Background: an optimization exercise with open tools, aiming at small area. Do not read the settings as production practice. Only simulation tests tie the RTL to the original design; equivalence was not proved. The clock port is modelled as an ideal driver, which makes a skipped or thinned clock tree look cheaper than it is; a real chip needs a root buffer or a tree.

build 51:
Design top, start of the top module:
module top(
        clk, reset, up, down, hsync, vsync, rgb, pmod_switch, pause_switch,
        MISO, SW, SS, MOSI, SCLK, LED, an, seg
    );
Size: about 870 cells after synthesis, about 41 I/O pins.
export LEC_CHECK = 0
export CAP_MARGIN = 20
export CORE_MARGIN = 2
export CORE_UTILIZATION = 40
export SLEW_MARGIN = 20
create_clock -name core_clock -period 10.0 [get_ports {clk}]
standard.sh (not shown) runs the stock make flow with config.mk's settings and CLKGATE_MAP_FILE= SYNTH_SCRIPT=/design/flow/synth_recipe.tcl, a recipe that flattens the netlist after the stock synthesis.
==> flow/flow/run.sh <==
#!/bin/bash
# Layout flow: the standard flow (standard.sh), with two changes:
#  1. after the standard synthesis, its combinational logic is mapped again
#     by ABC for area; the registers (names, cell types) are kept as they are;
#  2. the port buffers are buf_1 cells and CTS adds no dummy clock loads;
#  3. after CTS, leaf clock buffers are merged in pairs and made smaller
#     while the worst flip-flop clock-pin slew stays below 112 ps
#     (flow/merge_leaves.tcl).
# Each tool's output goes to a log_*.log file in this folder.
set -euo pipefail
W=$PWD
R=$W/orfs/results/$FLOW_PLATFORM/top/base
LIB=$FLOW_HOME/platforms/$FLOW_PLATFORM/lib/sky130_fd_sc_hd__tt_025C_1v80.lib
YOSYS=$(command -v yosys || echo "$FLOW_HOME/../tools/install/yosys/bin/yosys")

# 1. standard synthesis
bash standard.sh synth > "$W/log_1_standard_synth.log" 2>&1
cp "$R/1_2_yosys.v" "$W/std_1_2_yosys.v"

# 2. re-map the combinational logic: a few ABC scripts (flow/abc_variants.txt)
#    run in parallel; the smallest result that keeps the standard synthesis's
#    registers (names and cell types) and is proven equal to it is used.
python3 flow/gen_models.py "$LIB" "$W/models_comb.v" "$W/models_seq.v" > "$W/log_2_models.log" 2>&1
sed -e "s#@LIB@#$LIB#g" -e "s#@W@#$W#g" flow/equiv.ys > "$W/equiv.ys"
grep -oE '^ *sky130_fd_sc_hd__[a-z0-9_]*df[a-z0-9_]* +[^ ]+' "$W/std_1_2_yosys.v" | sort > "$W/regs_std.txt"
v=0
while IFS= read -r script; do
  v=$((v + 1))
  printf '%s\n' "$script" > "$W/abc_$v.script"
  sed -e "s#@LIB@#$LIB#g" -e "s#@W@#$W#g" -e "s#@V@#$v#g" flow/resyn.ys > "$W/resyn_$v.ys"
  "$YOSYS" -s "$W/resyn_$v.ys" > "$W/log_3_resyn_$v.log" 2>&1 &
done < flow/abc_variants.txt
wait || true
: > "$W/resyn_areas.txt"
for i in $(seq 1 $v); do
  a=$( (grep "Chip area for module" "$W/resyn_stat_$i.txt" 2>/dev/null || true) | grep -oE "[0-9.]+$" || true)
  [ -n "$a" ] && echo "$a $i" >> "$W/resyn_areas.txt"
done
echo "re-mapped netlist NOT used" > "$W/resyn_used.txt"
for i in $(sort -g "$W/resyn_areas.txt" | awk '{print $2}'); do
  cp "$W/resyn_$i.v" "$W/resyn.v"
  grep -oE '^ *sky130_fd_sc_hd__[a-z0-9_]*df[a-z0-9_]* +[^ ]+' "$W/resyn.v" | sort > "$W/regs_resyn.txt"
  if cmp "$W/regs_std.txt" "$W/regs_resyn.txt" > "$W/log_4_regs_$i.log" 2>&1 &&
     "$YOSYS" -s "$W/equiv.ys" > "$W/log_5_equiv_$i.log" 2>&1; then
    cp "$W/resyn.v" "$R/1_2_yosys.v"
    echo "re-mapped netlist $i used" > "$W/resyn_used.txt"
    break
  fi
done

# 3. the rest of the standard flow
export BUFFER_PORTS_ARGS="-buffer_cell sky130_fd_sc_hd__buf_1"
export CTS_ARGS="-sink_clustering_enable -repair_clock_nets -dont_use_dummy_load -sink_clustering_buffer sky130_fd_sc_hd__clkbuf_4 -root_buf sky130_fd_sc_hd__clkbuf_8 -buf_list {sky130_fd_sc_hd__clkbuf_4 sky130_fd_sc_hd__clkbuf_8}"
export POST_CTS_TCL="$W/flow/merge_leaves.tcl"
export CTS_MERGE_MAX_FANOUT=24
export CTS_MERGE_MAX_SLEW=0.112
export CTS_SMALL_BUF=sky130_fd_sc_hd__clkbuf_4
bash standard.sh > "$W/log_6_standard_layout.log" 2>&1
==> flow/flow/abc_variants.txt <==
strash; &get -n; &deepsyn -I 10 -J 5 -T 2000; &put; dch -f; amap; topo
strash; &get -n; &deepsyn -I 10 -J 5 -S 5 -T 2000; &put; dch -f; amap; topo
strash; &get -n; &deepsyn -I 10 -J 5 -S 9 -T 2000; &put; dch -f; amap; topo
strash; &get -n; &deepsyn -I 10 -J 5 -S 11 -T 2000; &put; dch -f; amap -m; topo
==> flow/flow/resyn.ys <==
# Re-map the standard synthesis's combinational cells; registers stay as they are.
read_verilog -lib @W@/models_seq.v
read_verilog @W@/models_comb.v
read_verilog @W@/std_1_2_yosys.v
hierarchy -top top
setattr -set keep 1 t:sky130_fd_sc_hd__*df*
flatten
opt_clean -purge
opt -full
techmap
opt -fast
abc -script @W@/abc_@V@.script -liberty @LIB@ -dont_use sky130_fd_sc_hd__lpflow_bleeder_1 -dont_use sky130_fd_sc_hd__lpflow_clkbufkapwr_1 -dont_use sky130_fd_sc_hd__lpflow_clkbufkapwr_16 -dont_use sky130_fd_sc_hd__lpflow_clkbufkapwr_2 -dont_use sky130_fd_sc_hd__lpflow_clkbufkapwr_4 -dont_use sky130_fd_sc_hd__lpflow_clkbufkapwr_8 -dont_use sky130_fd_sc_hd__lpflow_clkinvkapwr_1 -dont_use sky130_fd_sc_hd__lpflow_clkinvkapwr_16 -dont_use sky130_fd_sc_hd__lpflow_clkinvkapwr_2 -dont_use sky130_fd_sc_hd__lpflow_clkinvkapwr_4 -dont_use sky130_fd_sc_hd__lpflow_clkinvkapwr_8 -dont_use sky130_fd_sc_hd__lpflow_decapkapwr_12 -dont_use sky130_fd_sc_hd__lpflow_decapkapwr_3 -dont_use sky130_fd_sc_hd__lpflow_decapkapwr_4 -dont_use sky130_fd_sc_hd__lpflow_decapkapwr_6 -dont_use sky130_fd_sc_hd__lpflow_decapkapwr_8 -dont_use sky130_fd_sc_hd__lpflow_inputiso0n_1 -dont_use sky130_fd_sc_hd__lpflow_inputiso0p_1 -dont_use sky130_fd_sc_hd__lpflow_inputiso1n_1 -dont_use sky130_fd_sc_hd__lpflow_inputiso1p_1 -dont_use sky130_fd_sc_hd__lpflow_inputisolatch_1 -dont_use sky130_fd_sc_hd__lpflow_isobufsrc_1 -dont_use sky130_fd_sc_hd__lpflow_isobufsrc_16 -dont_use sky130_fd_sc_hd__lpflow_isobufsrc_2 -dont_use sky130_fd_sc_hd__lpflow_isobufsrc_4 -dont_use sky130_fd_sc_hd__lpflow_isobufsrc_8 -dont_use sky130_fd_sc_hd__lpflow_isobufsrckapwr_16 -dont_use sky130_fd_sc_hd__lpflow_lsbuf_lh_hl_isowell_tap_1 -dont_use sky130_fd_sc_hd__lpflow_lsbuf_lh_hl_isowell_tap_2 -dont_use sky130_fd_sc_hd__lpflow_lsbuf_lh_hl_isowell_tap_4 -dont_use sky130_fd_sc_hd__lpflow_lsbuf_lh_isowell_4 -dont_use sky130_fd_sc_hd__lpflow_lsbuf_lh_isowell_tap_1 -dont_use sky130_fd_sc_hd__lpflow_lsbuf_lh_isowell_tap_2 -dont_use sky130_fd_sc_hd__lpflow_lsbuf_lh_isowell_tap_4 -dont_use sky130_fd_sc_hd__probe_p_8 -dont_use sky130_fd_sc_hd__probec_p_8  -dont_use sky130_fd_sc_hd__ebufn_1 -dont_use sky130_fd_sc_hd__ebufn_2 -dont_use sky130_fd_sc_hd__ebufn_4 -dont_use sky130_fd_sc_hd__ebufn_8 -dont_use sky130_fd_sc_hd__einvn_0 -dont_use sky130_fd_sc_hd__einvn_1 -dont_use sky130_fd_sc_hd__einvn_2 -dont_use sky130_fd_sc_hd__einvn_4 -dont_use sky130_fd_sc_hd__einvn_8 -dont_use sky130_fd_sc_hd__einvp_1 -dont_use sky130_fd_sc_hd__einvp_2 -dont_use sky130_fd_sc_hd__einvp_4 -dont_use sky130_fd_sc_hd__einvp_8 -dont_use sky130_fd_sc_hd__fa_1 -dont_use sky130_fd_sc_hd__fa_2 -dont_use sky130_fd_sc_hd__fa_4 -dont_use sky130_fd_sc_hd__fah_1 -dont_use sky130_fd_sc_hd__fahcin_1 -dont_use sky130_fd_sc_hd__fahcon_1 -dont_use sky130_fd_sc_hd__ha_1 -dont_use sky130_fd_sc_hd__ha_2 -dont_use sky130_fd_sc_hd__ha_4
opt_clean -purge
setattr -unset keep t:sky130_fd_sc_hd__*df*
write_verilog -noattr -nohex -nodec @W@/resyn_abc_@V@.v
design -reset
read_liberty -lib @LIB@
read_verilog @W@/resyn_abc_@V@.v
hierarchy -check -top top
hilomap -singleton -hicell sky130_fd_sc_hd__conb_1 HI -locell sky130_fd_sc_hd__conb_1 LO
insbuf -buf sky130_fd_sc_hd__buf_1 A X
check -assert
write_verilog -noattr -nohex -nodec @W@/resyn_@V@.v
tee -o @W@/resyn_stat_@V@.txt stat -liberty @LIB@
Other scripts of this flow, unchanged in this note and not shown: flow/flow/equiv.ys, flow/flow/gen_models.py, flow/flow/merge_leaves.tcl
Input changes introduced in build 83 (baseline for comparison: build 51):
==> flow/flow/abc_variants.txt <==
strash; &get -n; &deepsyn -I 10 -J 5 -T 2000; &put; dch -f; amap; topo
strash; &get -n; &deepsyn -I 10 -J 5 -S 5 -T 2000; &put; dch -f; amap; topo
strash; &get -n; &deepsyn -I 10 -J 5 -S 17 -T 2000; &put; dch -f; amap; topo
strash; &get -n; &deepsyn -I 10 -J 5 -S 17 -T 2000; &put; dch -f; amap; &get -n; &st; &dch -f; &put; amap; topo
--- outcome ---
On wire length on met1: between build 51 and build 83, it ends up lower for build 83.
Build 83 against build 51; total of fill cells in the finished design is up slightly.
After detailed routing, build 51 needs less wire than build 83.
The share of cell area taken by flip-flops and latches was comparable across build 51 and build 83.
| smallest setup slack after layout | build 83 vs build 51 | better |
Changes in build 29 relative to build 83:
- CORE_UTILIZATION: 40 -> 60
-- flow/flow/resyn.ys --
<<< build 83, line 20
hilomap -singleton -hicell sky130_fd_sc_hd__conb_1 HI -locell sky130_fd_sc_hd__conb_1 LO
insbuf -buf sky130_fd_sc_hd__buf_1 A X
check -assert
>>> build 29, line 20
hilomap -singleton -hicell sky130_fd_sc_hd__conb_1 HI -locell sky130_fd_sc_hd__conb_1 LO

check -assert
==> comparison <==
Higher total nets after synthesis was reported by build 83, not build 29.
STATUS pre-CTS setup slack: build 29 loses against build 83
Build 29 has routability congestion estimate from global placement above what build 83 had.
Of build 83 and build 29, the higher register-to-register slack belongs to build 83.
Comparing build 83 against build 29, there is no change at all in sequential cell count.
diff inputs: build 29 => build 94
- a change of CORE_UTILIZATION from 60 to 40
- an added GPL_TIMING_DRIVEN of 0
==> flow/flow/abc_variants.txt <==
strash; &get -n; &deepsyn -I 10 -J 5 -T 2000; &put; dch -f; amap; topo
strash; &get -n; &deepsyn -I 10 -J 5 -S 5 -T 2000; &put; dch -f; amap; topo
strash; &get -n; &deepsyn -I 10 -J 5 -S 9 -T 2000; &put; dch -f; amap; topo
strash; &get -n; &deepsyn -I 10 -J 5 -S 11 -T 2000; &put; dch -f; amap -m; topo
-- flow/flow/resyn.ys --
<<< build 29, line 20
hilomap -singleton -hicell sky130_fd_sc_hd__conb_1 HI -locell sky130_fd_sc_hd__conb_1 LO

check -assert
>>> build 94, line 20
hilomap -singleton -hicell sky130_fd_sc_hd__conb_1 HI -locell sky130_fd_sc_hd__conb_1 LO
insbuf -buf sky130_fd_sc_hd__buf_1 A X
check -assert
## What came out
From build 29 to build 94 the numbers moved as follows: die area climbed about 50%; routed length per instance dropped 1.1 µm. Reported for build 29 and build 94, max-cap violation count turned out identical to the last digit. Summary: with build 29 as the reference, wire length of the first global-routing pass in build 94 moved down slightly. In the tables for build 29 and build 94, non-clock buffer count reads higher with build 94. Changes observed in build 94 relative to build 29: largest clock skew in the final design moved up, area of combinational cells with multiple inputs moved up.

## re-timing with driven ports
No port has a modelled driver above. Below, the same layouts with a new extraction and two added sets of constraints.
Step 1 assumes that a clkbuf_16 drives the clock port and a buf_2 every other input.
Step 2 also shifts input and output timing later by t, the mid clock arrival at the registers, as if the neighbouring blocks saw the same clock.
a / b / c = ideal / step 1 / step 2; a / b = the first two.
run | shift t [ns] | setup slack, ns | worst register clock-pin slew, ns
build 51 | 0.449 | 3.153 / 3.153 / 3.153 | 0.11 / 0.11
build 83 | 0.444 | 3.814 / 3.814 / 3.814 | 0.11 / 0.11
build 29 | 0.455 | 3.765 / 3.765 / 3.765 | 0.11 / 0.11
build 94 | 0.457 | 3.020 / 3.020 / 3.020 | 0.11 / 0.11
After both steps setup and hold are still met in every run listed.
